Source: an optimization exercise on an open RTL-to-GDS flow (aim: small area). Production flows keep margins and buffers that such runs may drop.
The RTL was checked by simulation tests, not by an equivalence proof against the original design.
Power and IR drop assume default switching activity.

$ cat design/flow/config.mk
export PLATFORM = sky130hd
export DESIGN_NAME = rgb_led
export DESIGN_NICKNAME = rgb_led
export VERILOG_FILES = /design/flow/design.v
export SDC_FILE = /design/flow/constraint.sdc
export NUM_CORES = 4
export LEC_CHECK = 0
export CAP_MARGIN = 20
export CORE_MARGIN = 2
export CORE_UTILIZATION = 80
export CTS_BUF_LIST = sky130_fd_sc_hd__clkbuf_8
export CTS_CLUSTER_DIAMETER = 75
export CTS_CLUSTER_SIZE = 15
export GPL_TIMING_DRIVEN = 0
export PLACE_DENSITY = 0.85
export SLEW_MARGIN = 20
export SYNTH_HIERARCHICAL = 1
export SYNTH_MINIMUM_KEEP_SIZE = 0
$ cat design/flow/constraint.sdc
create_clock -name core_clock -period 5.0 [get_ports {clk}]
set_input_delay 1.0000 -clock core_clock [delete_from_list [all_inputs] [get_ports {clk}]]
set_output_delay 1.0000 -clock core_clock [all_outputs]
set_load 0.01 [all_outputs]
$ cat design/flow/design.v
`default_nettype none
module led_fa(input a, input b, input c, output s, output co);
	assign s = a ^ b ^ c;
	assign co = (a & b) | (c & (a ^ b));
endmodule
module led_ha(input a, input b, output s, output co);
	assign s = a ^ b;
	assign co = a & b;
endmodule
module led_slice #(parameter U0 = 0) (    
	input clk,
	input rot,
	input rotn,    
	input run,
	input runn,    
	input l,
	input cu_i,
	input cdn_i,
	output cu_o,
	output cdn_o
);
	reg u, dn, zn;
	wire su, sdn;
	generate if (U0) begin : h
		led_ha fu (u, l, su, cu_o);
	end else begin : f
		led_fa fu (u, l, cu_i, su, cu_o);
	end endgenerate
	led_fa fd (dn, l, cdn_i, sdn, cdn_o);
	always @(posedge clk) begin
		u <= ~rotn & ~zn | run & su;
		dn <= (~rot | ~su) & (runn | sdn);
		zn <= (rotn | sdn) & (runn | zn);
	end
endmodule
module rgb_led(
	input  clk,
	input  rst,
	input  tick,
	output [10:0] ledc,
	output [2:0] leda
);
	reg rst_d, tick_d;
	always @(posedge clk) begin
		rst_d <= rst;
		tick_d <= tick;
	end
	reg [16:0] g0;
	reg [16:8] g1;
	reg g1z;
	always @(posedge clk) begin
		g0 <= rst ? 17'd0 : ~tick ? g0 : g0[16] ? 17'd0 : g0 + 17'd1;
		g1 <= g0[16:8];
		g1z <= ~|g0[15:0];
	end
	wire [2:0] iu [0:10];
	wire [2:0] id [0:10];
	wire [10:0] cu, cd;
	localparam [11*17-1:0] SOFFS = {17'd47661, 17'd29788, 17'd11915, 17'd59577, 17'd41704, 17'd23830, 17'd5957, 17'd53619, 17'd35746, 17'd17873, 17'd0};
	localparam [11*2-1:0] SSTARTS = {2'd2, 2'd2, 2'd2, 2'd1, 2'd1, 2'd1, 2'd1, 2'd0, 2'd0, 2'd0, 2'd0};
	genvar i, j;
	generate for (i = 0; i < 11; i = i + 1) begin : ledcyc
		localparam [16:0] SOFFSET = SOFFS[17*i +: 17];
		localparam [1:0] SSTART = SSTARTS[2*i +: 2];
		localparam LO = 8;
		localparam HI = 16 - LO;
		localparam [16:0] LAST = 17'd65536 - SOFFSET;    
		localparam [15:0] K1 = SOFFSET;                   
		localparam [15:0] K2 = SOFFSET - 1;               
		reg first0, w0, first1, w1;
		reg [1:0] ph;
		reg done;
		wire done0 = (g0 == LAST);
		always @(posedge clk) begin
			if (rst) begin
				first0 <= 1'b1;
				w0 <= 1'b0;
			end else if (tick) begin
				if (done0) begin
					first0 <= 1'b0;
					w0 <= (SOFFSET != 0);
				end else if (g0[16]) begin
					w0 <= 1'b0;
				end
			end
			first1 <= first0;
			w1 <= w0;
			done <= done0;
			if (rst_d)
				ph <= SSTART;
			else if (tick_d & done)
				ph <= (ph == 2'd2) ? 2'd0 : ph + 2'd1;
		end
		wire [15:0] k0 = {16{~first0}} & (w0 ? K2 : K1);
		wire [15:0] k1 = {16{~first1}} & (w1 ? K2 : K1);
		wire [16:0] cl;
		wire [15:0] lv;
		wire [LO:0] lv0;
		reg l_mid, cl_mid;
		assign cl[0] = 1'b0;
		for (j = 0; j < 16; j = j + 1) begin : gl
			wire ga = j <= LO ? g0[j] : g1[j];
			wire kb = j <= LO ? k0[j] : k1[j];
			wire ci = j == LO + 1 ? cl_mid : cl[j];
			wire s;
			if (SOFFSET == 0) begin : z
				assign s = ga;
				assign cl[j+1] = 1'b0;
			end else if (j == 0) begin : b0
				if (K1[0] | (K2[0] & (SOFFSET != 0))) begin : h
					led_ha ha (ga, kb, s, cl[j+1]);
				end else begin : w
					assign s = ga;
					assign cl[j+1] = 1'b0;
				end
			end else if (K1[j] | (K2[j] & (SOFFSET != 0))) begin : f
				led_fa fa (ga, kb, ci, s, cl[j+1]);
			end else begin : h
				led_ha ha (ga, ci, s, cl[j+1]);
			end
			if (j <= LO) begin : lo
				assign lv0[j] = s;
				if (j < LO) begin : lo2
					assign lv[j] = s;
				end else begin : mid
					assign lv[j] = l_mid;
				end
			end else begin : hi
				assign lv[j] = s;
			end
		end
		wire chg_n = ~rst & tick & done0;        
		wire chg = ~rst_d & tick_d & done;       
		wire lo_rot = ~rst & chg_n;
		wire lo_run = ~rst & ~chg_n;
		wire hi_rot = ~rst_d & chg;
		wire hi_run = ~rst_d & ~chg;
		wire [16:0] cuc, cdc;     
		reg cu_mid, cd_mid;
		assign cuc[0] = 1'b0;
		assign cdc[0] = ~first0;     
		for (j = 0; j < 16; j = j + 1) begin : gs
			if (j < LO) begin : lo
				led_slice #(.U0(j == 0)) sl (clk, lo_rot, ~lo_rot, lo_run, ~lo_run, lv[j],
					cuc[j], cdc[j], cuc[j+1], cdc[j+1]);
			end else begin : hi
				led_slice sl (clk, hi_rot, ~hi_rot, hi_run, ~hi_run, lv[j],
					j == LO ? cu_mid : cuc[j], j == LO ? cd_mid : cdc[j],
					cuc[j+1], cdc[j+1]);
			end
		end
		always @(posedge clk) begin
			l_mid <= lv0[LO];
			cl_mid <= cl[LO+1];
			cu_mid <= cuc[LO];
			cd_mid <= cdc[LO];
		end
		assign cu[i] = cuc[16];
		assign cd[i] = ~cdc[16];
		wire zf = first1 & g1z;
		assign iu[i] = {ph == 2'd0, ph == 2'd2, ph == 2'd1};
		assign id[i] = {ph == 2'd1, ph == 2'd0, ph == 2'd2} & {3{~zf}};
	end endgenerate
	reg [9:0] timer;
	reg [1:0] col;
	always @(posedge clk) begin
		if (rst) begin
			timer <= 0;
			col <= 2'd3;
		end else begin
			timer <= timer + 1'b1;
			case (col)
				2'd3: col <= 2'd0;
				2'd0: if (timer == 0) col <= 2'd1;
				2'd1: if (timer == 0) col <= 2'd2;
				default: if (timer == 0) col <= 2'd0;
			endcase
		end
	end
	wire [2:0] leda_w = {col == 2'd2, col == 2'd1, col[1] == col[0]};
	localparam R = 0, G = 1, B = 2;
	localparam [21:0] MAP0 = {2'd1, 2'd1, 2'd0, 2'd0, 2'd2, 2'd2, 2'd1, 2'd2, 2'd1, 2'd2, 2'd1};
	localparam [21:0] MAP1 = {2'd0, 2'd0, 2'd1, 2'd1, 2'd0, 2'd0, 2'd0, 2'd0, 2'd0, 2'd0, 2'd0};
	localparam [21:0] MAP2 = {2'd2, 2'd2, 2'd2, 2'd2, 2'd1, 2'd1, 2'd2, 2'd1, 2'd2, 2'd1, 2'd2};
	reg [10:0] led_out_latch;
	wire [10:0] latch_n;
	generate for (i = 0; i < 11; i = i + 1) begin : gled
		wire [2:0] u = iu[i];
		wire [2:0] d = id[i];
		wire su = leda_w[0] & u[MAP0[2*i +: 2]] | leda_w[1] & u[MAP1[2*i +: 2]] | leda_w[2] & u[MAP2[2*i +: 2]];
		wire sd = leda_w[0] & d[MAP0[2*i +: 2]] | leda_w[1] & d[MAP1[2*i +: 2]] | leda_w[2] & d[MAP2[2*i +: 2]];
		wire su_r = su & ~rst, sd_r = sd & ~rst, one = rst_d & ~rst;
		assign latch_n[i] = su_r & cu[i] | sd_r & cd[i] | one;
	end endgenerate
	always @(posedge clk)
		led_out_latch <= latch_n;
	assign ledc = led_out_latch;
	assign leda = leda_w;
endmodule  
$ cat design/flow/run.sh
#!/bin/bash
# synth_recipe.tcl (not shown) runs the flow's synth.tcl, then flattens the netlist and writes it again
# the make line also repeats each setting of config.mk as NAME=value (left out here)
make -C /OpenROAD-flow-scripts/flow DESIGN_CONFIG=/design/flow/config.mk WORK_HOME=/design/flow/orfs CLKGATE_MAP_FILE= SYNTH_SCRIPT=/design/flow/synth_recipe.tcl finish
==> impl_metrics.env, run 1 <==
export IMPL_rows=71
export IMPL_dpl_hpwl_mm=49.7
export IMPL_io_pins=17
export IMPL_cts_tree="done"
export IMPL_dr_total_vias=19600
export IMPL_grt_pass1_wl_mm=118
export IMPL_ff_latch_area_um2=13800
export IMPL_clock_skew_final_ns=0.0265
export IMPL_crit_path_max_fanout=17
export IMPL_syn_inst=2265
export IMPL_die_h_um=200
export IMPL_max_freq_mhz=205
export IMPL_cp_top_family="adder cells"
export IMPL_drt_iter0_drc=1792
export IMPL_syn_area_um2=30900
export IMPL_postRouteWirelength_mm=72.9
export IMPL_run_status="timing/DRC/antenna clean"
export IMPL_rsz0062_at_grt="false"
export IMPL_dr_pass1_iters=6
export IMPL_yosys_warnings=10
export IMPL_slew_violations=0
export IMPL_setup_slack_ns=0.119
export IMPL_coreArea_um2=37800
export IMPL_critPathBufInv=0
export IMPL_grt_antenna_before_repair=2
export IMPL_ctsHoldBuffers=0
export IMPL_wl_per_cell_um=25.6
export IMPL_gp_congestion=0.933
export IMPL_dieArea_um2=40200
export IMPL_power_mw=12.0
export IMPL_multiInputGateArea_um2=16700
export IMPL_postRouteAntennaNets=0
export IMPL_cp_slowest_cell="dfxtp_2"
export IMPL_area_delta_synth_final_pct=5.05
export IMPL_cts_reportedPaths_clkPinSlew_ns=0.10
export IMPL_grt_pass1_vias=21400
export IMPL_slew_headroom_pct=21.9
export IMPL_synthesis_nets=2790
export IMPL_hold_viol_final=0
export IMPL_cts_buffer_depth=3
export IMPL_hp_class="reg2reg"
export IMPL_cp_data_arrival_time_ns=5.50
export IMPL_fill_cells=1906
export IMPL_clkSinkCount=686
export IMPL_clock_latency_ns=0.69
export IMPL_vdd_drop_max_mv=0.337
export IMPL_syn_avg_cell_area_um2=13.6
export IMPL_gr_total_overflow=0
export IMPL_nets=2859
export IMPL_period_needed_ns=4.88
export IMPL_drc=0
export IMPL_drive_gt1_share_pct=4.11
export IMPL_htreeDepth=2
export IMPL_critPathRequiredTime_ns=5.61
export IMPL_cts_inserted_buffers=51
export IMPL_pre_cts_ws_ns=-0.215
export IMPL_crit_chain="ha_1 -> fa_1 -> fa_1 -> fa_1 -> fa_1 -> fa_1 -> fa_1 -> fa_1 -> fa_1 -> a2bb2oi_1"
export IMPL_fin_setup_tns_ns=0
export IMPL_finalSetupViolCount=0
export IMPL_grt_max_degree=20
export IMPL_period_share_pct=97.6
export IMPL_powerDensity_nw_per_um2=371
export IMPL_fin_util_pct=85.7
export IMPL_port_buffers=16
export IMPL_vias_per_cell=6.87
export IMPL_cap_viol_max_count=0
export IMPL_crit_type="reg2reg"
export IMPL_grt_usage_pct=38.1
export IMPL_worst_pin_slew_ns=1.17
export IMPL_die_w_um=200
export IMPL_power_leakage_nw=13.6
export IMPL_critical_path_max_stage_delay_ns=0.72
export IMPL_cts_root_buf="clkbuf_8"
export IMPL_start_kind="register"
export IMPL_worstSetupEndpointType="register"
export IMPL_timing_critical_path_mode_cell="fa_1"
export IMPL_start_util_pct=81.6
layout make-up:
type	count	share of cell area, %
repair buffers	16	0.494
clock buffers	53	2.25
flip-flops and latches	686	42.4
diodes	1	0.00772
inverters	77	0.891
well taps	511	1.97
plain buffers	35	0.486
clock inverters	2	0.0270
multi-input cells	1467	51.5
power breakdown:
part / leakage [nW] / switching [mW] / total [mW] / internal, mW
Clock: 0.390 / 1.70 / 2.65 / 0.948
Sequential: 5.58 / 0.401 / 6.45 / 6.05
Combinational: 7.59 / 1.38 / 2.93 / 1.55
path summary, 6_finish.rpt:
kind	from	to	slack (ns)	cells past startpoint
max	g0[0]	ledcyc[5].gs[7].lo.sl.dn	0.12	10
min	g0[12]	g1[4]	0.36	0
max reg2reg	g0[0]	ledcyc[5].gs[7].lo.sl.dn	0.12	10
min reg2reg	g0[12]	g1[4]	0.36	0
cells in the final DEF (no fill, tap or decap), drive strengths merged, types with 17 or more instances in the layout:
cell type	count
a21oi	26
fa	417
nand3	17
clkbuf	80
o21ai	42
o2bb2ai	176
nand2	64
dfxtp	686
ha	105
nor2	77
a2bb2oi	176
inv	77
o22a	180
sequential cells by signal, indices dropped and copies added, names as in the netlist, 17 cells and up:
| signal | cells |
|---|---|
| ledcyc.gs.lo.sl.dn | 88 |
| ledcyc.gs.hi.sl.u | 88 |
| ledcyc.gs.hi.sl.dn | 88 |
| ledcyc.ph | 22 |
| g0 | 17 |
| ledcyc.gs.lo.sl.u | 88 |
| ledcyc.gs.hi.sl.zn | 88 |
| ledcyc.gs.lo.sl.zn | 88 |
through the flow:
stage                     instance area [um^2]  hold WS (ns)  std cells
after floorplan                          30900         0.329       2265
after global placement                   31700         0.335       2792
after detailed placement                 31700         0.343       2792
after CTS                                32400         0.370       2847
after global routing                     32400         0.375       2848
final                                    32400         0.364       2848
routing by layer:
layer	GRT usage (%)	vias up	share of wire, %
met2	60.1	930	47
met4	14.6	4	4.1
met3	9.59	218	9.3
li1	-	8372	-
met5	0	-	0.045
met1	51.9	10000	39
what timing repair did:
action / in CTS / in global routing
endpoints found under the hold margin: 0 / 0
resized for setup: 1 / 1
setup endpoints to repair: 26 / 6
setup buffers: 0 / 0
==> run 2, diff against run 1 <==
--- a/design/flow/config.mk
+++ b/design/flow/config.mk
@@ -8,10 +8,10 @@
 export CAP_MARGIN = 20
 export CORE_MARGIN = 2
-export CORE_UTILIZATION = 80
+export CORE_UTILIZATION = 72
 export CTS_BUF_LIST = sky130_fd_sc_hd__clkbuf_8
-export CTS_CLUSTER_DIAMETER = 75
-export CTS_CLUSTER_SIZE = 15
+export CTS_CLUSTER_DIAMETER = 70
+export CTS_CLUSTER_SIZE = 16
 export GPL_TIMING_DRIVEN = 0
-export PLACE_DENSITY = 0.85
+export PLACE_DENSITY = 0.8
 export SLEW_MARGIN = 20
 export SYNTH_HIERARCHICAL = 1
==> run 2 against run 1 <==
Effect of this change:
- largest cell class unchanged
- flip-flop and latch count stayed put
- via count is 2.6% lower
- sequential power hardly changed
- largest power group unchanged
- worst setup slack better by 0.073 ns
- area after synthesis stayed put
- non-clock buffer count is 1 higher
- register-to-register slack better by 0.07 ns
- clock skew is 0.012 ns higher
- critical path type unchanged
- final cell count is 0.84% higher
==> impl_metrics.env, run 2 <==
export IMPL_run_status="timing/DRC/antenna clean"
export IMPL_dr_pass1_iters=5
export IMPL_r2r_start="g0[0]"
export IMPL_crit_path_max_fanout=17
export IMPL_coreArea_um2=42100
export IMPL_fin_util_pct=77.0
export IMPL_cts_buffer_depth=3
export IMPL_cp_top_family="adder cells"
export IMPL_die_h_um=211
export IMPL_fill_cells=2610
export IMPL_crit_type="reg2reg"
export IMPL_critPathBufInv=0
export IMPL_drc=0
export IMPL_cts_reportedPaths_clkPinSlew_ns=0.10
export IMPL_max_freq_mhz=208
export IMPL_worstSetupEndpointType="register"
export IMPL_cts_root_buf="clkbuf_8"
export IMPL_dieArea_um2=44500
export IMPL_syn_avg_cell_area_um2=13.6
export IMPL_drive_gt1_share_pct=3.99
export IMPL_hp_class="reg2reg"
export IMPL_synthesis_nets=2790
export IMPL_p_sw_mw=3.37
export IMPL_rows=75
export IMPL_die_w_um=211
export IMPL_final_common_cell="dfxtp_1"
export IMPL_cap_viol_max_count=0
export IMPL_gr_total_overflow=0
export IMPL_area_delta_synth_final_pct=5.09
export IMPL_hold_end="g1[6]"
export IMPL_critPathRequiredTime_ns=5.55
export IMPL_power_leakage_nw=13.5
export IMPL_layout_common_cells="dfxtp_1, fa_1, o22a_1"
export IMPL_seqPwrFrac_pct=54.4
export IMPL_grt_usage_pct=32.6
export IMPL_io_pins=17
export IMPL_port_buffers=16
export IMPL_grt_max_degree=20
export IMPL_grt_pass1_wl_mm=112
export IMPL_dpl_hpwl_mm=47.0
export IMPL_min_path_cells=0
export IMPL_slew_headroom_pct=23.6
export IMPL_timing_critical_path_mode_cell="fa_1"
export IMPL_p_comb_share_pct=24.1
export IMPL_cts_post_setup_buffers_inserted=0
export IMPL_htreeDepth=2
export IMPL_vias_per_cell=6.63
export IMPL_cts_tree="done"
export IMPL_start_kind="register"
export IMPL_finalHoldWorstSlack_ns=0.354
export IMPL_clock_latency_ns=0.68
export IMPL_cp_slowest_cell="dfxtp_2"
export IMPL_diodes=0
export IMPL_syn_area_um2=30900
export IMPL_ff2ff_setup_slack_ns=0.19
export IMPL_rsz0062_at_grt="false"
export IMPL_nets=2857
export IMPL_clkSinkCount=686
export IMPL_clock_skew_final_ns=0.0383
export IMPL_period_share_pct=96.2
export IMPL_yosys_warnings=10
export IMPL_r2r_end="ledcyc[2].gs[7].lo.sl.zn"
export IMPL_start_util_pct=73.3
export IMPL_period_needed_ns=4.81
export IMPL_grt_pass1_vias=20600
export IMPL_hold_viol_final=0
export IMPL_worst_pin_slew_ns=1.14
export IMPL_cp_data_arrival_time_ns=5.35
export IMPL_postRouteWirelength_mm=68.6
export IMPL_powerDensity_nw_per_um2=365
export IMPL_grt_antenna_before_repair=0
export IMPL_postRouteAntennaNets=0
export IMPL_crit_chain="ha_1 -> fa_1 -> fa_1 -> fa_1 -> fa_1 -> fa_1 -> fa_1 -> fa_1 -> fa_1 -> o22a_1"
export IMPL_gp_congestion=0.939
export IMPL_clkPwrFrac_pct=21.5
export IMPL_hp_start="g0[14]"
export IMPL_vdd_drop_max_mv=0.313
export IMPL_dr_total_vias=19000
export IMPL_reg2reg_depth=10
export IMPL_slew_violations=0
export IMPL_critical_path_max_stage_delay_ns=0.71
export IMPL_finalSetupViolCount=0
export IMPL_syn_inst=2265
export IMPL_intPower_mw=8.46
export IMPL_drt_iter0_drc=1579
export IMPL_switching_share_pct=28.5
export IMPL_wl_per_cell_um=23.9
export IMPL_cts_inserted_buffers=48
==> run 2: cell count changes in the layout (fill, tap and decap cells not counted) <==
cell / previous run / this run
a31oi_1: 13 / 12
a31oi_2: 0 / 1
buf_16: 0 / 1
clkbuf_8: 53 / 49
clkinv_2: 1 / 0
diode_2: 1 / 0
inv_1: 76 / 77
==> run 2: metal layers <==
| metal | vias up | track usage [%] | wire length, um |
|---|---|---|---|
| met3 | 167 | 7.45 | 4830 |
| met1 | 9861 | 46.1 | 29900 |
| met5 | - | 0 | 0 |
| li1 | 8379 | - | - |
| met2 | 634 | 50.4 | 31500 |
| met4 | 0 | 11.0 | 2360 |
==> run 2: final cells by class <==
type	count	area, um^2	area share, %
multi-input combinational	1467	16700	51.5
sequential	686	13800	42.4
clock buffer	49	674	2.08
tap	539	674	2.08
inverter	77	289	0.891
timing repair buffer	17	188	0.579
buffer	35	158	0.486
clock inverter	2	7.51	0.0231
==> run 2: per-stage QoR <==
step / instance area [um^2] / instances / setup TNS, ns / setup slack (ns) / power, mW
final: 32400 / 2872 / 0 / 0.191 / 11.8
after global routing: 32400 / 2872 / 0 / 0.0436 / 12.5
after CTS: 32400 / 2872 / 0 / 0.0775 / 11.9
after detailed placement: 31700 / 2821 / -1.26 / -0.114 / 9.28
after global placement: 31700 / 2820 / -4.72 / -0.401 / 9.10
after floorplan: 30900 / 2265 / 0 / 0.561 / 8.51
==> run 2: worst max path at each step <==
stage                     start                  endpoint  cells past startpoint  slack (ns)
after floorplan           g0[1]  ledcyc[6].gs[7].lo.sl.zn                      9        0.56
after global placement    g1[1]          led_out_latch[4]                     11       -0.40
after detailed placement  g0[0]  ledcyc[2].gs[7].lo.sl.zn                     10       -0.11
after CTS                 g1[1]         led_out_latch[10]                     11        0.08
after global routing      g0[0]  ledcyc[2].gs[7].lo.sl.zn                     10        0.04
final                     g0[0]  ledcyc[2].gs[7].lo.sl.zn                     10        0.19
==> run 2: power groups by stage <==
stage | Sequential (mW) | Combinational, mW | Clock [mW]
global route | 6.53 | 3.13 | 2.81
finish | 6.44 | 2.85 | 2.55
CTS | 6.45 | 2.79 | 2.62
floorplan | 6.48 | 2.03 | 0
global placement | 6.54 | 2.57 | 0
detailed placement | 6.57 | 2.71 | 0
==> run 2: repair_timing <==
item	4_1_cts	5_1_grt
pin swaps	0	0
endpoints found under the setup margin	26	4
gates resized for setup	1	1
hold buffers	0	0
==> run 3, diff against run 2 <==
--- a/design/flow/config.mk
+++ b/design/flow/config.mk
@@ -10,6 +10,6 @@
 export CORE_UTILIZATION = 72
 export CTS_BUF_LIST = sky130_fd_sc_hd__clkbuf_8
-export CTS_CLUSTER_DIAMETER = 70
-export CTS_CLUSTER_SIZE = 16
+export CTS_CLUSTER_DIAMETER = 80
+export CTS_CLUSTER_SIZE = 14
 export GPL_TIMING_DRIVEN = 0
 export PLACE_DENSITY = 0.8
==> run 3 against run 2 <==
Effect of this change:
- sequential share of layout area decreased by 0.13 points
- via count increased by 0.11%
- register-to-register slack got worse by 0.03 ns
- highest routed layer unchanged
- synthesized cell count unchanged
- first-iteration DRC count decreased by 2.2%
- fmax decreased by 0.63%
==> impl_metrics.env, run 3 <==
export IMPL_port_buffers=16
export IMPL_coreArea_um2=42100
export IMPL_power_leakage_nw=13.6
export IMPL_clkSinkCount=686
export IMPL_hold_viol_final=0
export IMPL_rows=75
export IMPL_syn_inst=2265
export IMPL_clock_latency_ns=0.69
export IMPL_clock_skew_final_ns=0.0327
export IMPL_crit_chain="ha_1 -> fa_1 -> fa_1 -> fa_1 -> fa_1 -> fa_1 -> fa_1 -> fa_1 -> fa_1 -> a2bb2oi_1"
export IMPL_crit_path_max_fanout=17
export IMPL_fill_cells=2596
export IMPL_syn_area_um2=30900
export IMPL_rsz0062_at_grt="false"
export IMPL_cts_tree="done"
export IMPL_cts_inserted_buffers=54
export IMPL_io_pins=17
export IMPL_finalSetupViolCount=0
export IMPL_vdd_drop_max_mv=0.291
export IMPL_dr_total_vias=19100
export IMPL_die_h_um=211
export IMPL_grt_max_degree=20
export IMPL_htreeDepth=2
export IMPL_dieArea_um2=44500
export IMPL_synthesis_nets=2790
export IMPL_drc=0
export IMPL_timing_critical_path_mode_cell="fa_1"
export IMPL_worstSetupEndpointType="register"
export IMPL_max_freq_mhz=207
export IMPL_final_common_cell="dfxtp_1"
export IMPL_postRouteAntennaNets=0
export IMPL_cts_root_buf="clkbuf_8"
export IMPL_fin_util_pct=77.2
export IMPL_cp_slowest_cell="dfxtp_2"
export IMPL_cts_reportedPaths_clkPinSlew_ns=0.10
export IMPL_fin_setup_tns_ns=0
export IMPL_cap_viol_max_count=0
export IMPL_critical_path_max_stage_delay_ns=0.71
export IMPL_syn_avg_cell_area_um2=13.6
export IMPL_nets=2863
export IMPL_cp_data_arrival_time_ns=5.43
export IMPL_powerDensity_nw_per_um2=369
export IMPL_gr_total_overflow=0
export IMPL_period_share_pct=96.8
export IMPL_diodes=0
export IMPL_grt_antenna_before_repair=0
export IMPL_grt_usage_pct=32.7
export IMPL_period_needed_ns=4.84
export IMPL_pre_cts_ws_ns=-0.114
export IMPL_gp_congestion=0.939
export IMPL_vias_per_cell=6.62
export IMPL_layout_common_cells="dfxtp_1, fa_1, o22a_1"
export IMPL_crit_type="reg2reg"
export IMPL_drive_gt1_share_pct=4.32
export IMPL_drt_iter0_drc=1544
export IMPL_postRouteWirelength_mm=68.7
export IMPL_worst_pin_slew_ns=1.17
export IMPL_area_delta_synth_final_pct=5.42
export IMPL_start_util_pct=73.3
export IMPL_hp_class="reg2reg"
export IMPL_grt_pass1_vias=20600
export IMPL_dr_pass1_iters=5
export IMPL_slew_violations=0
export IMPL_wl_per_cell_um=23.9
export IMPL_run_status="timing/DRC/antenna clean"
export IMPL_yosys_warnings=10
export IMPL_setup_slack_ns=0.161
export IMPL_critPathRequiredTime_ns=5.59
export IMPL_dpl_hpwl_mm=47.0
export IMPL_grt_pass1_wl_mm=112
export IMPL_start_kind="register"
export IMPL_finalHoldWorstSlack_ns=0.345
export IMPL_slew_headroom_pct=21.9
export IMPL_cts_buffer_depth=3
export IMPL_cts_post_setup_buffers_inserted=0
export IMPL_die_w_um=211
run 3: worst max-delay path: cells and delay by family (launching register included):
family | cells | cell delay, ns
AOI/OAI and AO/OA | 1 | 0.21
adders and majority gates | 9 | 3.80
DFF | 1 | 0.71
run 3: path summary, 6_finish.rpt:
kind | from | endpoint | slack, ns | depth (start not counted)
min | g0[13] | g1[5] | 0.34 | 0
min reg2reg | g0[13] | g1[5] | 0.34 | 0
max | g0[0] | ledcyc[6].gs[7].lo.sl.dn | 0.16 | 10
max reg2reg | g0[0] | ledcyc[6].gs[7].lo.sl.dn | 0.16 | 10
run 3: repair_timing:
| item | in CTS | in global routing |
|---|---|---|
| hold buffers | 0 | 0 |
| endpoints found under the setup margin | 28 | 4 |
| resized for setup | 1 | 1 |
run 3: metrics by stage:
step / area (um^2) / instances / power (mW)
2_1_floorplan: 30900 / 2265 / 8.51
3_3_place_gp: 31700 / 2820 / 9.10
3_5_place_dp: 31700 / 2821 / 9.28
4_1_cts: 32500 / 2878 / 12.0
5_1_grt: 32500 / 2878 / 12.6
6_report: 32500 / 2878 / 12.0
run 3: layout make-up:
type                            count  area, um^2  area share, %
Buffer                             35         158          0.484
Clock buffer                       57         785           2.41
Inverter                           77         289          0.888
Multi-Input combinational cell   1467       16700           51.3
Sequential cell                   686       13800           42.3
Tap cell                          539         674           2.07
Timing Repair Buffer               17         188          0.577
run 3: power by group:
| group | switching [mW] | internal (mW) | total (mW) | leakage [nW] |
|---|---|---|---|---|
| Combinational | 1.32 | 1.53 | 2.85 | 7.60 |
| Sequential | 0.387 | 6.05 | 6.44 | 5.58 |
| Clock | 1.71 | 1.01 | 2.72 | 0.410 |
| Total | 3.41 | 8.59 | 12.0 | 13.6 |
run 3: layer usage:
layer	global-route usage, %	vias to the layer above	share of wire [%]
met4	11.1	0	3.4
met2	50.4	660	46
met3	7.63	161	7.5
met5	0	-	0
li1	-	8391	-
met1	46.2	9850	43
==> run 4, diff against run 3 <==
--- a/design/flow/design.v
+++ b/design/flow/design.v
@@ -49,8 +49,16 @@
 	reg [16:8] g1;
 	reg g1z;
+	reg lapped0, lapped1, wrap1;
+	reg [1:0] laps0, laps1;
+	wire wrap0 = ~rst & tick & g0[16];
 	always @(posedge clk) begin
 		g0 <= rst ? 17'd0 : ~tick ? g0 : g0[16] ? 17'd0 : g0 + 17'd1;
 		g1 <= g0[16:8];
 		g1z <= ~|g0[15:0];
+		lapped0 <= ~rst & (lapped0 | wrap0);
+		laps0 <= rst ? 2'd0 : ~wrap0 ? laps0 : (laps0 == 2'd2) ? 2'd0 : laps0 + 2'd1;
+		lapped1 <= lapped0;
+		laps1 <= laps0;
+		wrap1 <= wrap0;
 	end
 	wire [2:0] iu [0:10];
@@ -68,15 +76,11 @@
 		localparam [15:0] K1 = SOFFSET;                   
 		localparam [15:0] K2 = SOFFSET - 1;               
-		reg first0, w0, first1, w1;
-		reg [1:0] ph;
-		reg done;
-		wire done0 = (g0 == LAST);
+		reg w0, w1;
+		wire done0 = (g0 == LAST);     
 		always @(posedge clk) begin
 			if (rst) begin
-				first0 <= 1'b1;
 				w0 <= 1'b0;
 			end else if (tick) begin
 				if (done0) begin
-					first0 <= 1'b0;
 					w0 <= (SOFFSET != 0);
 				end else if (g0[16]) begin
@@ -84,12 +88,14 @@
 				end
 			end
-			first1 <= first0;
 			w1 <= w0;
-			done <= done0;
-			if (rst_d)
-				ph <= SSTART;
-			else if (tick_d & done)
-				ph <= (ph == 2'd2) ? 2'd0 : ph + 2'd1;
-		end
+		end
+		wire first0 = ~lapped0 & ~w0;
+		wire first1 = ~lapped1 & ~w1;
+		localparam [1:0] P0 = SSTART;
+		localparam [1:0] P1 = SSTART == 2'd2 ? 2'd0 : SSTART + 2'd1;
+		localparam [1:0] P2 = SSTART == 2'd0 ? 2'd2 : SSTART - 2'd1;
+		wire [1:0] ph =     
+			laps1 == 2'd0 ? (w1 ? P1 : P0) :
+			laps1 == 2'd1 ? (w1 ? P2 : P1) : (w1 ? P0 : P2);
 		wire [15:0] k0 = {16{~first0}} & (w0 ? K2 : K1);
 		wire [15:0] k1 = {16{~first1}} & (w1 ? K2 : K1);
@@ -131,5 +137,5 @@
 		end
 		wire chg_n = ~rst & tick & done0;        
-		wire chg = ~rst_d & tick_d & done;       
+		wire chg = SOFFSET == 0 ? wrap1 : w0 & ~w1;     
 		wire lo_rot = ~rst & chg_n;
 		wire lo_run = ~rst & ~chg_n;
@@ -164,4 +170,6 @@
 	reg [9:0] timer;
 	reg [1:0] col;
+	wire t0 = ~|timer[8:0];
+	wire tz = t0 & ~timer[9];
 	always @(posedge clk) begin
 		if (rst) begin
@@ -169,10 +177,10 @@
 			col <= 2'd3;
 		end else begin
-			timer <= timer + 1'b1;
+			timer <= {timer[8:0], timer[9] ^ timer[6] ^ t0};
 			case (col)
 				2'd3: col <= 2'd0;
-				2'd0: if (timer == 0) col <= 2'd1;
-				2'd1: if (timer == 0) col <= 2'd2;
-				default: if (timer == 0) col <= 2'd0;
+				2'd0: if (tz) col <= 2'd1;
+				2'd1: if (tz) col <= 2'd2;
+				default: if (tz) col <= 2'd0;
 			endcase
 		end
--- a/design/flow/config.mk
+++ b/design/flow/config.mk
@@ -10,6 +10,6 @@
 export CORE_UTILIZATION = 72
 export CTS_BUF_LIST = sky130_fd_sc_hd__clkbuf_8
-export CTS_CLUSTER_DIAMETER = 80
-export CTS_CLUSTER_SIZE = 14
+export CTS_CLUSTER_DIAMETER = 60
+export CTS_CLUSTER_SIZE = 18
 export GPL_TIMING_DRIVEN = 0
 export PLACE_DENSITY = 0.8
==> run 4 against run 3 <==
Effect of this change:
- still clean
- via count shrank 1.8%
- synthesized cell count down 1.1%
- clock skew fell by 0.0015 ns
- register-to-register slack worse by 0.06 ns
- area after synthesis shrank 2.2%
- worst setup slack got worse by 0.060 ns
- clock-buffer cell count decreased by 6
- hold slack got worse by 0.012 ns
==> impl_metrics.env, run 4 <==
export IMPL_die_w_um=209
export IMPL_crit_path_max_fanout=10
export IMPL_cts_inserted_buffers=47
export IMPL_cp_data_arrival_time_ns=5.43
export IMPL_cts_post_setup_buffers_inserted=0
export IMPL_finalSetupViolCount=0
export IMPL_gp_congestion=0.980
export IMPL_port_buffers=15
export IMPL_dr_pass1_iters=6
export IMPL_start_kind="register"
export IMPL_grt_antenna_before_repair=1
export IMPL_grt_pass1_wl_mm=111
export IMPL_period_share_pct=98.0
export IMPL_vdd_drop_max_mv=0.346
export IMPL_cts_tree="done"
export IMPL_power_mw=11.2
export IMPL_nets=2831
export IMPL_htreeDepth=2
export IMPL_drive_gt1_share_pct=6.49
export IMPL_clock_latency_ns=0.67
export IMPL_grt_usage_pct=32.8
export IMPL_slew_violations=0
export IMPL_start_util_pct=72.5
export IMPL_hold_viol_final=0
export IMPL_cts_buffer_depth=3
export IMPL_ctsHoldBuffers=0
export IMPL_period_needed_ns=4.90
export IMPL_drt_iter0_drc=1562
export IMPL_clkPwrFrac_pct=25.3
export IMPL_switching_share_pct=28.2
export IMPL_worstSetupEndpointType="register"
export IMPL_p_sw_mw=3.17
export IMPL_rows=75
export IMPL_dpl_hpwl_mm=47.4
export IMPL_yosys_warnings=10
export IMPL_p_comb_share_pct=21.5
export IMPL_dieArea_um2=43600
export IMPL_vias_per_cell=6.54
export IMPL_run_status="timing/DRC/antenna clean"
export IMPL_rsz0062_at_grt="true"
export IMPL_seqPwrFrac_pct=53.1
export IMPL_coreArea_um2=41700
export IMPL_syn_inst=2241
export IMPL_synthesis_nets=2768
export IMPL_cap_viol_max_count=0
export IMPL_syn_avg_cell_area_um2=13.5
export IMPL_layout_common_cells="dfxtp_1, fa_1, a2bb2oi_1, o22a_1, o2bb2ai_1"
export IMPL_hp_class="reg2reg"
export IMPL_cts_reportedPaths_clkPinSlew_ns=0.10
export IMPL_clock_skew_final_ns=0.0312
export IMPL_postRouteAntennaNets=0
export IMPL_syn_area_um2=30200
export IMPL_gr_total_overflow=0
export IMPL_drc=0
export IMPL_wl_per_cell_um=23.8
export IMPL_powerDensity_nw_per_um2=351
export IMPL_postRouteWirelength_mm=68.1
export IMPL_cts_root_buf="clkbuf_8"
export IMPL_grt_max_degree=20
export IMPL_critPathRequiredTime_ns=5.53
export IMPL_final_common_cell="dfxtp_1"
export IMPL_clkSinkCount=647
export IMPL_grt_pass1_vias=20300
export IMPL_diodes=0
export IMPL_max_freq_mhz=204
export IMPL_die_h_um=209
export IMPL_power_leakage_nw=13.3
export IMPL_fill_cells=2604
export IMPL_dr_total_vias=18700
export IMPL_slew_headroom_pct=26.9
export IMPL_fin_setup_tns_ns=0
export IMPL_intPower_mw=8.07
export IMPL_io_pins=17
export IMPL_area_delta_synth_final_pct=6.14
export IMPL_worst_pin_slew_ns=1.09
export IMPL_crit_type="reg2reg"
==> run 4: worst max-delay path, cell delays in order, from the launching register on <==
cell      delay [ns]
dfxtp_1         0.34
clkbuf_8        0.18
or2_4           0.31
fa_2            0.47
fa_2            0.40
fa_1            0.40
fa_1            0.39
fa_1            0.41
fa_2            0.37
fa_2            0.36
fa_1            0.42
nor2b_1         0.15
o21ai_0         0.08
a21oi_1         0.07
a22oi_1         0.24
nand3_1         0.17
==> run 4: what timing repair did <==
action,CTS,global route
pin swaps,1,3
endpoints found under the setup margin,34,20
gates resized for setup,13,11
==> run 4: final cells by class <==
class	instances	area, um^2	area share [%]
timing repair buffer	17	185	0.578
clock inverter	19	225	0.703
inverter	59	221	0.691
buffer	43	208	0.648
clock buffer	51	702	2.19
multi-input combinational	1489	16900	52.6
sequential	647	13000	40.5
tap	539	674	2.10
==> run 4: worst paths after layout <==
check                              from          endpoint  slack (ns)  depth (start not counted)
worst min register to register   g0[11]             g1[3]        0.33                          0
worst max register to register  lapped1  led_out_latch[8]        0.10                         15
worst min-delay path             g0[11]             g1[3]        0.33                          0
worst max-delay path            lapped1  led_out_latch[8]        0.10                         15
==> run 4: metrics by stage <==
stage / hold WS [ns] / setup slack, ns / std cells / utilization, % / cell area [um^2]
2_1_floorplan: 0.326 / 0.337 / 2241 / - / 30200
3_3_place_gp: 0.333 / -0.525 / 2795 / 74.4 / 31000
3_5_place_dp: 0.331 / -0.371 / 2797 / 74.6 / 31100
4_1_cts: 0.336 / 0.0102 / 2867 / 76.9 / 32000
5_1_grt: 0.330 / -0.0279 / 2864 / 76.9 / 32000
6_report: 0.333 / 0.101 / 2864 / 76.9 / 32000
==> run 4: per-layer routing <==
metal	vias up	track usage [%]	part of all wire, %	wire length, um
met2	627	52.0	47	32000
met5	-	0	0.019	13
met3	143	4.96	5.9	3990
li1	8290	-	-	-
met1	9666	47.2	44	30000
met4	2	10.9	3.0	2040
==> run 4: power by group through the flow <==
stage	logic, mW	registers (mW)	clock network [mW]
2_1_floorplan	1.73	6.03	0
3_3_place_gp	2.18	6.07	0
3_5_place_dp	2.30	6.10	0
4_1_cts	2.37	5.98	2.91
5_1_grt	2.66	6.05	3.07
6_report	2.42	5.97	2.85
==> run 5, diff against run 4 <==
--- a/design/flow/config.mk
+++ b/design/flow/config.mk
@@ -10,6 +10,6 @@
 export CORE_UTILIZATION = 72
 export CTS_BUF_LIST = sky130_fd_sc_hd__clkbuf_8
-export CTS_CLUSTER_DIAMETER = 60
-export CTS_CLUSTER_SIZE = 18
+export CTS_CLUSTER_DIAMETER = 70
+export CTS_CLUSTER_SIZE = 16
 export GPL_TIMING_DRIVEN = 0
 export PLACE_DENSITY = 0.8
==> run 5 against run 4 <==
Effect of this change:
- still clean on timing, DRC and antenna
- combinational power is essentially flat
- worst setup slack gained 0.022 ns
- flip-flop and latch count is the same
- register-to-register slack gained 0.02 ns
- first-iteration DRC count shrank 1.5%
- area after synthesis is the same
- hold slack gained 0.011 ns
- critical path depth is the same
- fmax grew 0.45%
- critical path type unchanged
- largest cell class unchanged
- largest power group unchanged
==> impl_metrics.env, run 5 <==
export IMPL_powerDensity_nw_per_um2=343
export IMPL_worst_pin_slew_ns=1.07
export IMPL_postRouteAntennaNets=0
export IMPL_dp_cells=2797
export IMPL_crit_path_start="lapped1"
export IMPL_cp_slowest_cell="fa_2"
export IMPL_rows=75
export IMPL_period_needed_ns=4.88
export IMPL_area_delta_synth_final_pct=5.51
export IMPL_ctsHoldBuffers=0
export IMPL_grt_antenna_before_repair=1
export IMPL_postRouteWirelength_mm=68.6
export IMPL_cts_tree="done"
export IMPL_layout_common_cells="dfxtp_1, fa_1, a2bb2oi_1, o22a_1, o2bb2ai_1"
export IMPL_synthesis_nets=2768
export IMPL_hp_class="reg2reg"
export IMPL_dieArea_um2=43600
export IMPL_drc=0
export IMPL_final_cells=2850
export IMPL_dr_total_vias=18800
export IMPL_critical_path_max_stage_delay_ns=0.46
export IMPL_crit_type="reg2reg"
export IMPL_gr_total_overflow=0
export IMPL_wl_per_cell_um=24.1
export IMPL_start_kind="register"
export IMPL_yosys_warnings=10
export IMPL_start_util_pct=72.5
export IMPL_grt_max_degree=20
export IMPL_worstSetupEndpointType="register"
export IMPL_power_mw=10.9
export IMPL_r2r_start="lapped1"
export IMPL_place_area_um2=31100
export IMPL_slew_headroom_pct=28.6
export IMPL_die_w_um=209
export IMPL_drive_gt1_share_pct=6.14
export IMPL_htreeDepth=2
export IMPL_fill_cells=2650
export IMPL_vdd_drop_max_mv=0.268
export IMPL_port_buffers=15
export IMPL_dr_pass1_iters=5
export IMPL_pre_cts_ws_ns=-0.371
export IMPL_max_freq_mhz=205
export IMPL_cp_data_arrival_time_ns=5.41
export IMPL_die_h_um=209
export IMPL_cts_root_buf="clkbuf_8"
export IMPL_hold_viol_final=0
export IMPL_cts_inserted_buffers=47
export IMPL_clock_latency_ns=0.66
export IMPL_grt_usage_pct=33.1
export IMPL_drt_iter0_drc=1538
export IMPL_fin_setup_tns_ns=0
export IMPL_final_area_um2=31900
export IMPL_slew_violations=0
export IMPL_cts_buffer_depth=3
export IMPL_grt_pass1_vias=20400
export IMPL_crit_path_max_fanout=10
export IMPL_syn_area_um2=30200
export IMPL_diodes=0
export IMPL_nets=2833
export IMPL_power_leakage_nw=13.2
export IMPL_cap_viol_max_count=0
export IMPL_run_status="timing/DRC/antenna clean"
export IMPL_setup_slack_ns=0.123
export IMPL_coreArea_um2=41700
export IMPL_io_pins=17
export IMPL_clock_skew_final_ns=0.0213
export IMPL_vias_per_cell=6.60
export IMPL_grt_pass1_wl_mm=112
export IMPL_cts_reportedPaths_clkPinSlew_ns=0.10
export IMPL_final_common_cell="dfxtp_1"
export IMPL_hp_start="g0[13]"
export IMPL_period_share_pct=97.5
export IMPL_finalHoldWorstSlack_ns=0.344
export IMPL_critPathRequiredTime_ns=5.53
export IMPL_finalSetupViolCount=0
export IMPL_crit_chain="clkbuf_8 -> or2_4 -> fa_2 -> fa_2 -> fa_1 -> fa_1 -> fa_1 -> fa_2 -> fa_2 -> fa_1 -> nor2b_1 -> o21ai_0 -> a21oi_1 -> a22oi_1 -> nand3_1"
export IMPL_gp_congestion=0.980
export IMPL_clkSinkCount=647
export IMPL_dpl_hpwl_mm=47.4
export IMPL_syn_inst=2241
export IMPL_fin_util_pct=76.4
export IMPL_syn_avg_cell_area_um2=13.5
export IMPL_rsz0062_at_grt="true"
-- run 5: layer usage --
metal | up-vias | global-route usage (%) | part of all wire, % | routed length [um]
met2 | 647 | 52.1 | 47 | 32100
met3 | 170 | 5.14 | 6.4 | 4400
met1 | 9728 | 47.2 | 43 | 29500
li1 | 8260 | - | - | -
met5 | - | 0 | 0.012 | 8
met4 | 2 | 12.5 | 3.7 | 2540
-- run 5: final cells by class --
cell class	instances	area, um^2	area share (%)
Multi-Input combinational cell	1489	16900	52.9
Sequential cell	647	13000	40.7
Clock buffer	49	674	2.12
Tap cell	539	674	2.12
Inverter	59	221	0.695
Buffer	44	213	0.668
Timing Repair Buffer	18	193	0.605
Clock inverter	5	38.8	0.122
-- run 5: where the power goes --
group,total (mW),internal (mW),leakage (nW),switching (mW)
Clock,2.52,0.891,0.376,1.63
Combinational,2.43,1.31,7.59,1.12
Sequential,5.97,5.65,5.27,0.325
-- run 5: path summary, 6_finish.rpt --
kind                      endpoint  slack, ns  cells after the start
hold reg to reg              g1[5]       0.34                      0
setup / recovery  led_out_latch[8]       0.12                     15
hold / removal               g1[5]       0.34                      0
setup reg to reg  led_out_latch[8]       0.12                     15
-- run 5: repair_timing --
item                                    4_1_cts  5_1_grt
resized for setup                            14       12
endpoints found under the setup margin       33       17
hold endpoints to repair                      0        0
gates cloned                                  0        0
pin swaps                                     0        5
buffers inserted                              0        1
-- run 5: critical path: cells and delay by family, from the launching register on --
kind            cells  cell delay [ns]
fa+ha+maj           8             3.19
buf+inv             1             0.18
flops               1             0.35
simple gates        3             0.62
compound gates      3             0.39
==> run 6, diff against run 5 <==
--- a/design/flow/config.mk
+++ b/design/flow/config.mk
@@ -8,10 +8,10 @@
 export CAP_MARGIN = 20
 export CORE_MARGIN = 2
-export CORE_UTILIZATION = 72
+export CORE_UTILIZATION = 78
 export CTS_BUF_LIST = sky130_fd_sc_hd__clkbuf_8
 export CTS_CLUSTER_DIAMETER = 70
 export CTS_CLUSTER_SIZE = 16
 export GPL_TIMING_DRIVEN = 0
-export PLACE_DENSITY = 0.8
+export PLACE_DENSITY = 0.82
 export SLEW_MARGIN = 20
 export SYNTH_HIERARCHICAL = 1
==> run 6 against run 5 <==
Effect of this change:
- register-to-register slack improved by 0.02 ns
- utilization grew 6.2 points
- area after synthesis is the same
- first-iteration DRC count is 5.0% higher
- combinational power is essentially flat
- fmax rose by 0.44%
- cell area down 0.18%
- total power up 0.15%
- clock-buffer cell count increased by 2
- flip-flop and latch count stayed put
- die area is 7.5% lower
- critical path type unchanged
- largest power group unchanged
==> impl_metrics.env, run 6 <==
export IMPL_run_status="timing/DRC/antenna clean"
export IMPL_max_freq_mhz=206
export IMPL_cp_data_arrival_time_ns=5.40
export IMPL_vias_per_cell=6.69
export IMPL_nets=2830
export IMPL_dpl_hpwl_mm=47.2
export IMPL_clock_skew_final_ns=0.0318
export IMPL_cp_slowest_cell="fa_1"
export IMPL_synthesis_nets=2768
export IMPL_reg2reg_depth=12
export IMPL_critPathBufInv=1
export IMPL_syn_avg_cell_area_um2=13.5
export IMPL_gr_total_overflow=0
export IMPL_crit_path_start="lapped0"
export IMPL_die_h_um=201
export IMPL_layout_common_cells="dfxtp_1, fa_1, a2bb2oi_1, o22a_1, o2bb2ai_1"
export IMPL_grt_usage_pct=35.5
export IMPL_slew_headroom_pct=25.8
export IMPL_gp_congestion=0.949
export IMPL_cp_top_family="adder cells"
export IMPL_syn_inst=2241
export IMPL_postRouteWirelength_mm=68.5
export IMPL_dr_pass1_iters=7
export IMPL_period_needed_ns=4.86
export IMPL_ctsHoldBuffers=0
export IMPL_hp_class="reg2reg"
export IMPL_area_delta_synth_final_pct=5.31
export IMPL_clkSinkCount=647
export IMPL_drc=0
export IMPL_fin_setup_tns_ns=0
export IMPL_rows=72
export IMPL_die_w_um=201
export IMPL_critical_path_max_stage_delay_ns=0.48
export IMPL_wl_per_cell_um=24.2
export IMPL_grt_max_degree=20
export IMPL_drt_iter0_drc=1615
export IMPL_port_buffers=15
export IMPL_cp_depth=12
export IMPL_power_mw=10.9
export IMPL_hp_start="g0[9]"
export IMPL_grt_pass1_wl_mm=112
export IMPL_multiInputGateArea_um2=16900
export IMPL_htreeDepth=2
export IMPL_yosys_warnings=10
export IMPL_min_path_cells=0
export IMPL_cap_viol_max_count=0
export IMPL_io_pins=17
export IMPL_grt_pass1_vias=20500
export IMPL_worst_pin_slew_ns=1.11
export IMPL_drive_gt1_share_pct=5.94
export IMPL_ff_latch_area_um2=13000
export IMPL_cts_buffer_depth=3
export IMPL_period_share_pct=97.1
export IMPL_final_common_cell="dfxtp_1"
export IMPL_crit_type="reg2reg"
export IMPL_finalSetupViolCount=0
export IMPL_dieArea_um2=40300
export IMPL_cts_post_setup_buffers_inserted=0
export IMPL_grt_antenna_before_repair=2
export IMPL_fill_cells=2168
export IMPL_vdd_drop_max_mv=0.361
export IMPL_critPathRequiredTime_ns=5.55
export IMPL_postRouteAntennaNets=0
export IMPL_powerDensity_nw_per_um2=344
export IMPL_clock_latency_ns=0.67
export IMPL_timing_critical_path_mode_cell="fa_1"
export IMPL_coreArea_um2=38500
export IMPL_r2r_start="lapped0"
export IMPL_power_leakage_nw=13.2
export IMPL_worstSetupEndpointType="register"
export IMPL_cts_reportedPaths_clkPinSlew_ns=0.11
export IMPL_dr_total_vias=18900
export IMPL_cts_root_buf="clkbuf_8"
export IMPL_hold_viol_final=0
export IMPL_start_kind="register"
export IMPL_cts_tree="done"
export IMPL_start_util_pct=78.5
export IMPL_cts_inserted_buffers=46
export IMPL_slew_violations=0
export IMPL_crit_chain="buf_2 -> nor2b_1 -> ha_1 -> fa_1 -> fa_1 -> fa_1 -> fa_1 -> fa_1 -> fa_1 -> fa_1 -> fa_1 -> o22a_1"
export IMPL_diodes=0
export IMPL_syn_area_um2=30200
export IMPL_crit_path_max_fanout=10
==> run 6: final timing paths <==
check	to	slack [ns]
worst min-delay path	g1[1]	0.35
worst min register to register	g1[1]	0.35
worst max-delay path	ledcyc[3].gs[7].lo.sl.zn	0.14
worst max register to register	ledcyc[3].gs[7].lo.sl.zn	0.14
==> run 6: timing repair <==
item / in CTS / in global routing
endpoints found under the setup margin: 33 / 8
gates resized for setup: 11 / 18
endpoints found under the hold margin: 0 / 0
pin swaps: 1 / 2
==> run 6: metrics by stage <==
stage / cell area (um^2) / hold slack, ns / utilization (%) / setup WS, ns / instances
6_report: 31800 / 0.346 / 82.7 / 0.145 / 2825
5_1_grt: 31800 / 0.353 / 82.7 / -0.0143 / 2825
4_1_cts: 31800 / 0.347 / 82.6 / 0.0225 / 2827
3_5_place_dp: 31000 / 0.332 / 80.7 / -0.216 / 2776
3_3_place_gp: 31000 / 0.331 / 80.6 / -0.366 / 2774
2_1_floorplan: 30200 / 0.326 / - / 0.337 / 2241
==> run 6: final cells by class <==
class                           count  area share, %
Tap cell                          518           2.04
Inverter                           59          0.697
Clock buffer                       51           2.21
Multi-Input combinational cell   1489           53.0
Timing Repair Buffer               17          0.551
Sequential cell                   647           40.8
Clock inverter                      1         0.0236
Buffer                             43          0.626
==> run 6: per-layer routing <==
metal  up-vias  track usage, %  wire [um]
met2       761            56.3      32400
met1      9721            49.9      28600
met3       178            7.39       5110
met4         2            12.3       2400
li1       8246               -          -
met5         -               0          8
==> run 6: power by group <==
group / internal, mW / total, mW / switching (mW) / leakage [nW]
sequential: 5.65 / 5.97 / 0.325 / 5.27
clock: 0.912 / 2.53 / 1.62 / 0.367
combinational: 1.31 / 2.44 / 1.13 / 7.57
total: 7.87 / 10.9 / 3.07 / 13.2

==> static timing again, ports no longer ideal <==
The results above use ideal ports. As a check the final layouts listed here were re-extracted and re-timed, cells and wires unchanged.
Step 1 (the two cells are an assumption about what drives the block):
set clk [get_ports {clk}]
set_driving_cell -lib_cell sky130_fd_sc_hd__clkbuf_16 $clk
set_driving_cell -lib_cell sky130_fd_sc_hd__buf_2 [delete_from_list [all_inputs] $clk]
Step 2 moves the port delays by t, midway between the first and last clock arrival at a register: inputs arrive t later, outputs are due t later. That takes back most of the time a late clock gives input paths.
a / b / c = ideal / step 1 / step 2; a / b = the first two.
run | shift t [ns] | setup slack, ns | worst setup path after step 2
run 1 | 0.728 | 0.119 / 0.119 / 0.119 | register to register
run 2 | 0.715 | 0.191 / 0.191 / 0.191 | register to register
run 3 | 0.730 | 0.161 / 0.161 / 0.161 | register to register
run 4 | 0.714 | 0.101 / 0.101 / 0.101 | register to register
run 5 | 0.714 | 0.123 / 0.123 / 0.123 | register to register
run 6 | 0.708 | 0.145 / 0.145 / 0.145 | register to register
After both steps setup and hold are still met in every run listed.
